From an optimization exercise on the open Yosys and OpenROAD flow, aimed at small area; shortcuts taken in it are not production practice. In this exercise RTL edits were held to simulation tests only and were not proved equivalent to the original. No activity file was given, so power comes from the tool's default toggle rates.

File: design.v
module rpm_basys2_top(
    input mclk,
    input rst,
    output [6:0] seg,
    output       dp,
    output [3:0] an,
    input [3:0] btn,
    input  [7:0] sw,
    output [7:0] led,
    output adc_cs,
    input  adc_d0,
    input  adc_d1,
    output adc_clk
);
    reg [3:0] c14;           
    reg       aclk;
    reg       sh;            
    reg [4:0] su;            
    wire c13  = c14[3] & c14[2] & c14[0];
    wire tick = c13 & ~aclk;
    always @(posedge mclk) begin
        if (rst) begin
            c14  <= 0;
            aclk <= 0;
        end else if (c13) begin
            c14  <= 0;
            aclk <= ~aclk;
        end else begin
            c14 <= c14 + 4'd1;
        end
    end
    always @(posedge mclk) begin
        if (rst) begin
            sh <= 0;
            su <= 5'd15;
        end else if (tick) begin
            if (su[4]) begin
                su <= 0;
                sh <= ~sh;
            end else begin
                su <= su + 5'd1;
            end
        end
    end
    assign adc_cs  = ~sh;
    assign adc_clk = aclk;
    reg [10:0] sr;           
    reg [10:0] av;           
    wire u14 = su[3:0] == 4'd14;
    wire u15 = su[3:0] == 4'd15;
    always @(posedge mclk) begin
        if (tick & ~u14)
            sr <= {sr[9:0], adc_d0};
        if (tick & sh & u15)
            av <= sr;
    end
    wire ns = (c14 == 4'd0) & aclk & sh & su[4];
    reg  [12:0] ic;          
    wire icw = ic[12] & ic[9] & ic[8] & ic[7] & ic[6] & ic[5] & ic[3] & ic[1] & ic[0];
    always @(posedge mclk) begin
        if (rst)
            ic <= 13'd53;
        else if (icw)
            ic <= 0;
        else
            ic <= ic + 13'd1;
    end
    reg [3:0] ph;            
    always @(posedge mclk) begin
        if (rst)
            ph <= 0;
        else
            ph <= ph + 4'd1;
    end
    wire ph0  = ph == 4'd0;
    wire ph15 = ph == 4'd15;
    reg [10:0] ring [0:15];
    wire [10:0] head = ring[15];
    reg       pulse;
    reg [1:0] st;            
    reg [3:0] nidx;          
    reg       clr;
    reg       done;
    reg [14:0] acc;          
    reg [9:0]  hyst;
    reg [10:0] mx, mn;
    wire wr = (st == 2'd3) & (ph == nidx);
    wire [10:0] rin = wr ? av : (clr ? 11'd0 : head);
    integer i;
    always @(posedge mclk) begin
        ring[0] <= rin;
        for (i = 1; i < 16; i = i + 1)
            ring[i] <= ring[i-1];
    end
    wire hlt = head < mx;
    wire hgt = head > mx;
    wire dn  = ph0 ? 1'b0 : done;
    wire [10:0] dd   = mx - mn;
    wire        hcnd = (dd[10:2] == 0) & (|mx[10:2]);
    wire [9:0]  hn   = hcnd ? 10'd8 : dd[10:1];
    always @(posedge mclk) begin
        if (rst) begin
            st   <= 0;
            nidx <= 4'd15;
            clr  <= 1;
            acc  <= 15'h4000;
            hyst <= 10'd8;
            mx   <= 0;
            mn   <= 0;
        end else begin
            if (ph15)
                clr <= 0;
            if (icw) begin
                st   <= 2'd1;
                hyst <= hn;
            end else if (ph15 & (st != 0)) begin
                st <= st + 2'd1;
                if (st == 2'd3)
                    nidx <= nidx - 4'd1;
            end
            if (st == 2'd2) begin
                acc  <= (ph0 ? 15'd0 : acc) + {4'd0, head};
                if (~dn & hlt)
                    mn <= head;
                done <= dn | hlt;
            end
            if (st == 2'd3) begin
                if (~dn & hgt)
                    mx <= head;
                done <= dn | hgt;
            end
        end
    end
    wire [11:0] thr = acc[14:3];
    wire [11:0] hx  = {2'b0, hyst};
    wire [11:0] ylim = pulse ? thr - hx : thr + hx;
    wire [11:0] smp = {av, 1'b0};
    always @(posedge mclk) begin
        if (rst)
            pulse <= 0;
        else if (ns) begin
            if (pulse) begin
                if (smp <= ylim)
                    pulse <= 0;
            end else begin
                if (smp >= ylim)
                    pulse <= 1;
            end
        end
    end
    assign led = {7'b0, pulse};
    reg  [18:0] wc;          
    wire wwrap = wc[18] & wc[17] & wc[16] & wc[15] & wc[13] & wc[8] & wc[5];
    wire wev   = wc == 19'd499981;
    always @(posedge mclk) begin
        if (rst)
            wc <= 19'd499982;
        else if (wwrap)
            wc <= 0;
        else
            wc <= wc + 19'd1;
    end
    reg  [10:0] mc;
    wire mtick = mc[10] & mc[7] & mc[3] & mc[2] & mc[1];    
    always @(posedge mclk) begin
        if (rst)
            mc <= 0;
        else if (mtick)
            mc <= 0;
        else
            mc <= mc + 11'd1;
    end
    reg pa, frz, rdy, pend;
    reg [2:0] t2;            
    reg [3:0] hh, kk;        
    reg [2:0] m1;
    reg [3:0] m2, m3;
    wire edg = pulse & ~pa & ~wev;
    wire upd = mtick & rdy;
    always @(posedge mclk) begin
        if (rst) begin
            pa   <= 0;
            frz  <= 1;
            rdy  <= 1;
            pend <= 0;
            t2   <= 0;
            hh   <= 0;
            kk   <= 0;
        end else begin
            if (~wev)
                pa <= pulse;
            if (wev)
                frz <= 1;
            if (wwrap)
                rdy <= 1;
            if (upd) begin
                m1   <= t2;
                m2   <= hh;
                m3   <= kk;
                t2   <= (pend | edg) ? 3'd3 : 3'd0;
                hh   <= 0;
                kk   <= 0;
                pend <= 0;
                frz  <= 0;
                rdy  <= 0;
            end else if (edg) begin
                if (frz)
                    pend <= 1;
                else if (t2 >= 3'd2) begin
                    t2 <= t2 - 3'd2;
                    if (hh == 4'd9) begin
                        hh <= 0;
                        kk <= (kk == 4'd9) ? 4'd0 : kk + 4'd1;
                    end else begin
                        hh <= hh + 4'd1;
                    end
                end else begin
                    t2 <= t2 + 3'd3;
                end
            end
        end
    end
    reg [3:0] anode;
    always @(posedge mclk) begin
        if (rst)
            anode <= 0;
        else if (mtick)
            anode <= {anode[2:0], anode[3] | (anode == 4'd0)};
    end
    wire act = |anode;
    wire [3:0] dig = anode[1] ? {m1, 1'b0} : anode[2] ? m2 : anode[3] ? m3 : 4'd0;
    reg  [6:0] pat;          
    always @(*) begin
        case (dig)
            4'd0: pat = 7'b1000000;
            4'd1: pat = 7'b1111001;
            4'd2: pat = 7'b0100100;
            4'd3: pat = 7'b0110000;
            4'd4: pat = 7'b0011001;
            4'd5: pat = 7'b0010010;
            4'd6: pat = 7'b0000010;
            4'd7: pat = 7'b1111000;
            4'd8: pat = 7'b0000000;
            4'd9: pat = 7'b0010000;
            default: pat = 7'bxxxxxxx;
        endcase
    end
    assign an  = ~anode;
    assign seg = act ? pat : 7'd0;
    assign dp  = act;
endmodule
File: config.mk
export PLATFORM = sky130hd
export DESIGN_NAME = rpm_basys2_top
export DESIGN_NICKNAME = rpm_basys2_top
export VERILOG_FILES = /design/flow/design.v
export SDC_FILE = /design/flow/constraint.sdc
export NUM_CORES = 4
export LEC_CHECK = 0
export CAP_MARGIN = 20
export CORE_MARGIN = 2
export CORE_UTILIZATION = 40
export SLEW_MARGIN = 20
File: constraint.sdc
create_clock -name core_clock -period 20.0 [get_ports {mclk}]
set_input_delay 4.0000 -clock core_clock [delete_from_list [all_inputs] [get_ports {mclk}]]
set_output_delay 4.0000 -clock core_clock [all_outputs]
set_load 0.01 [all_outputs]
File: run.sh
#!/bin/bash
# synth_recipe.tcl (not shown) runs the flow's synth.tcl, then flattens the netlist and writes it again
# the make line also repeats each setting of config.mk as NAME=value (left out here)
make -C /OpenROAD-flow-scripts/flow DESIGN_CONFIG=/design/flow/config.mk WORK_HOME=/design/flow/orfs CLKGATE_MAP_FILE= SYNTH_SCRIPT=/design/flow/synth_recipe.tcl finish
==> flow_summary.yaml <==
die:
  ios: 38
  start_util_pct: 40.4
  die_width_um: 182
  rows: 65
  core-area_um2: 31400
  die_h_um: 182
  die_area_um2: 33200
clock_tree:
  clk_pin_slew_worst_paths_ns: 0.06
  cts_tree: "built"
  clk-insertion-delay-late_ns: 0.52
  max-clock-path-buffers: 3
  cts.sinks: 342
  cts_max_level: 2
  cts_setup_buffers: 0
  cts_resized: 0
  cts_buffers: 37
  root_buffer: "clkbuf_16"
  cts_hold_buf: 0
global_routing:
  first_global_vias: 8002
  track_usage_pct: 14.1
  antenna_found_initial: 0
  grt_max_degree: 70
  grt_remaining_overflow: 0
  grt_pass1_wl_mm: 38.4
place:
  place_congestion: 0.811
  dp.cells: 1614
  port_buffers: 17
  dp.final_hpwl_mm: 15.6
drt:
  ant_nets: 0
  via_count: 8262
  wirelength_mm: 22.8
  first_pass_iters: 7
  viasPerCell: 4.91
  drcViolationCount: 0
  initialDrtViolationCount: 344
  avgRoutedWirePerCell_um: 13.6
setup_path:
  crit_chain: "inv_1, nor2_1, a22oi_1, o21ai_0, inv_1, ha_1, nor2_1, a21oi_1, nor2_1, clkdlybuf4s50_1"
  critPathBufInv: 3
  cp.arrival_ns: 3.00
  r2r_slack_ns: 15.87
  critPathSlowestCell: "clkdlybuf4s50_1"
  worstPathRequired_ns: 16.00
  crit_fanout: 4
  path_common_cell: "nor2_1"
  crit_family: "buffers and inverters"
  path_class: "reg2out"
  slowest_delay_ns: 0.54
  worst_setup_path_start_kind: "flop"
  worst_setup_path_end_kind: "output port"
yosys:
  synth_flop_cell: "dfxtp_1"
  netlist_area_um2: 12700
  avgSynthCellArea_um2: 10.4
  synth_edf_count: 34
  synthCells: 1218
  ys_seq_area_share_pct: 56.7
  ys_ff_latch: 342
  ys.warnings.count: 2
  async_flop_share_pct: 0
  netlist-cell-type-count: 60
min_path:
  hp-class: "reg2reg"
power_and_ir_drop:
  p_int_uw: 1100
  leakagePower_uw: 0.00566
  seqPwrFrac_pct: 50.5
  power_density_nw_per_um2: 96.2
  clkPwrFrac_pct: 47.7
  p_sw_uw: 292
  comb_power_share_pct: 1.8
  switching_share_pct: 20.9
  peakVddDrop_v: 0.0000786
sta:
  worst_pin_slew_ns: 0.970
  fin_tns_setup_ns: 0
  fmax_mhz: 143
  finalSetupViolCount: 0
  hold_slack_ns: 0.321
  hold_violations: 0
  finClkSkew_ns: 0.0152
  min_period_over_period_pct: 35.0
  rsz0062_at_grt: "no"
  slew_headroom_pct: 35.2
  fin_crit_ns: 7.00
  maxSlewViolCount: 0
status:
  status: "finished clean"
cells_and_area:
  syn2layout_area_growth_pct: 14.3
  mostFrequentLayoutCell: "dfxtp_1"
  diodes: 0
  drive_above_1_share_pct: 6.57
  fin_nets: 1346
  mostFrequentLayoutCells: "dfxtp_1 (308), nor2_1 (132), nand2_1 (92)"
  fin_cells: 1681
flow_run:
  cap_viol_max_count: 0
metal layers:
metal / GRT usage (%) / wire length, um / vias to the layer above
li1: - / - / 4225
met1: 18.3 / 10900 / 3865
met2: 23.4 / 10400 / 121
met3: 2.43 / 827 / 51
met4: 5.68 / 729 / 0
met5: 0 / 0 / -
through the flow:
step | setup WS, ns | area [um2] | total power (uW) | util (%)
4_1_cts | 12.97 | 14500 | 1420 | 46.2
3_5_place_dp | 13.53 | 13300 | 744 | 42.3
5_1_grt | 12.66 | 14500 | 1440 | 46.2
6_report | 13.00 | 14500 | 1390 | 46.2
3_3_place_gp | 13.55 | 13300 | 743 | 42.3
2_1_floorplan | 14.20 | 12700 | 738 | -
kinds of logic (layout without fill, tap and decap cells):
| group | count (synthesis) | in the layout | synth area share [%] |
|---|---|---|---|
| mux | 30 | 30 | 2.37 |
| flops | 342 | 342 | 56.7 |
| buf+inv | 100 | 155 | 3.20 |
| simple gates | 396 | 396 | 14.7 |
| fa+ha+maj | 79 | 79 | 7.97 |
| xor+xnor | 84 | 84 | 5.80 |
| compound gates | 186 | 186 | 9.24 |
| other cells | 1 | 7 | 0.0296 |
area by class of cell:
type / instances / area, um2
multi-input combinational: 782 / 5130
fill: 2885 / 16900
tap: 402 / 503
clock buffer: 49 / 1040
inverter: 65 / 244
clock inverter: 18 / 186
sequential: 342 / 7190
timing repair buffer: 23 / 210
power by group through the flow:
| stage | Sequential [uW] | Combinational [uW] | Clock, uW |
|---|---|---|---|
| detailed placement | 718 | 25.6 | 0 |
| finish | 704 | 25.4 | 666 |
| floorplan | 717 | 21.2 | 0 |
| global route | 704 | 29.6 | 711 |
| global placement | 718 | 25.1 | 0 |
| CTS | 703 | 25.7 | 686 |
Yosys cell counts (3+ instances only):
cell | count | area, um2
and2_1 | 11 | 68.8
fa_1 | 3 | 60.1
or2_2 | 4 | 25.0
ha_1 | 76 | 951
o22ai_1 | 5 | 31.3
nor4_1 | 11 | 68.8
nand4_1 | 9 | 56.3
nand2b_1 | 24 | 150
o31ai_1 | 3 | 22.5
a21o_1 | 10 | 75.1
xnor2_1 | 41 | 359
or3_1 | 5 | 31.3
nand2_1 | 92 | 345
nor3b_1 | 5 | 37.5
xor2_1 | 43 | 377
a211oi_1 | 9 | 67.6
o211ai_1 | 4 | 30.0
inv_1 | 65 | 244
nor2_1 | 132 | 495
buf_4 | 8 | 60.1
o21bai_1 | 4 | 30.0
a31o_2 | 3 | 26.3
mux2i_1 | 30 | 300
a31oi_1 | 7 | 43.8
clkbuf_1 | 26 | 97.6
nor2b_1 | 11 | 68.8
and3_1 | 22 | 138
o311ai_0 | 5 | 43.8
edfxtp_1 | 34 | 1020
o21a_1 | 9 | 67.6
nand3_1 | 37 | 185
dfxtp_1 | 308 | 6170
nor3_1 | 24 | 120
a21oi_1 | 55 | 275
o41ai_1 | 3 | 26.3
o21ai_0 | 48 | 240
worst reg2reg max path: cells and delay by family, from the launching register on:
kind            cells  cell delay [ns]
simple gates        4             0.85
fa+ha+maj           2             0.61
flops               1             0.69
compound gates      7             1.32
mux                 1             0.45
xor+xnor            1             0.15
worst paths after layout:
path / from / cells past startpoint / endpoint
worst min register to register: ring[5][10]$_DFF_P_ / 0 / ring[6][10]$_DFF_P_
worst max-delay path: anode[3]$_SDFFE_PP0P_ / 10 / seg[3]
worst min-delay path: ring[5][10]$_DFF_P_ / 0 / ring[6][10]$_DFF_P_
worst max register to register: pulse$_SDFFE_PP0P_ / 15 / pulse$_SDFFE_PP0P_
flip-flops by register name, indices dropped and copies added, names as in the netlist, 2 cells and up:
| signal | flops |
|---|---|
| ph | 4 |
| kk | 4 |
| acc | 15 |
| anode | 4 |
| ring | 176 |
| t2 | 3 |
| mn | 11 |
| ic | 13 |
| su | 5 |
| nidx | 4 |
| av | 11 |
| m2 | 4 |
| sr | 11 |
| st | 2 |
| m3 | 4 |
| wc | 19 |
| hh | 4 |
| mc | 11 |
| mx | 11 |
| m1 | 3 |
| hyst | 10 |
| c14 | 4 |

## re-timing with driven ports
The flow's constraints put no driver on any port. The routed layout listed below was extracted and timed again, unchanged, in two steps.
Step 1, drivers: a clkbuf_16 drives mclk and a buf_2 each remaining input, both assumed.
Step 2 moves the port delays by t, midway between the first and last clock arrival at a register: inputs arrive t later, outputs are due t later. That takes back most of the time a late clock gives input paths.
a / b / c = ideal ports / drivers / drivers and shift; a / b = the first two.
t, ns: 0.567
slack for setup (ns): 12.999 / 12.948 / 13.514
hold slack, ns: 0.321 / 0.321 / 0.321
worst register clock-pin slew, ns: 0.06 / 0.06
worst data-port slew with drivers (ns): 0.03
After both steps this run still meets setup and hold. For this run, drivers alone change the setup slack by -0.051 ns; drivers and shift together by +0.515 ns.
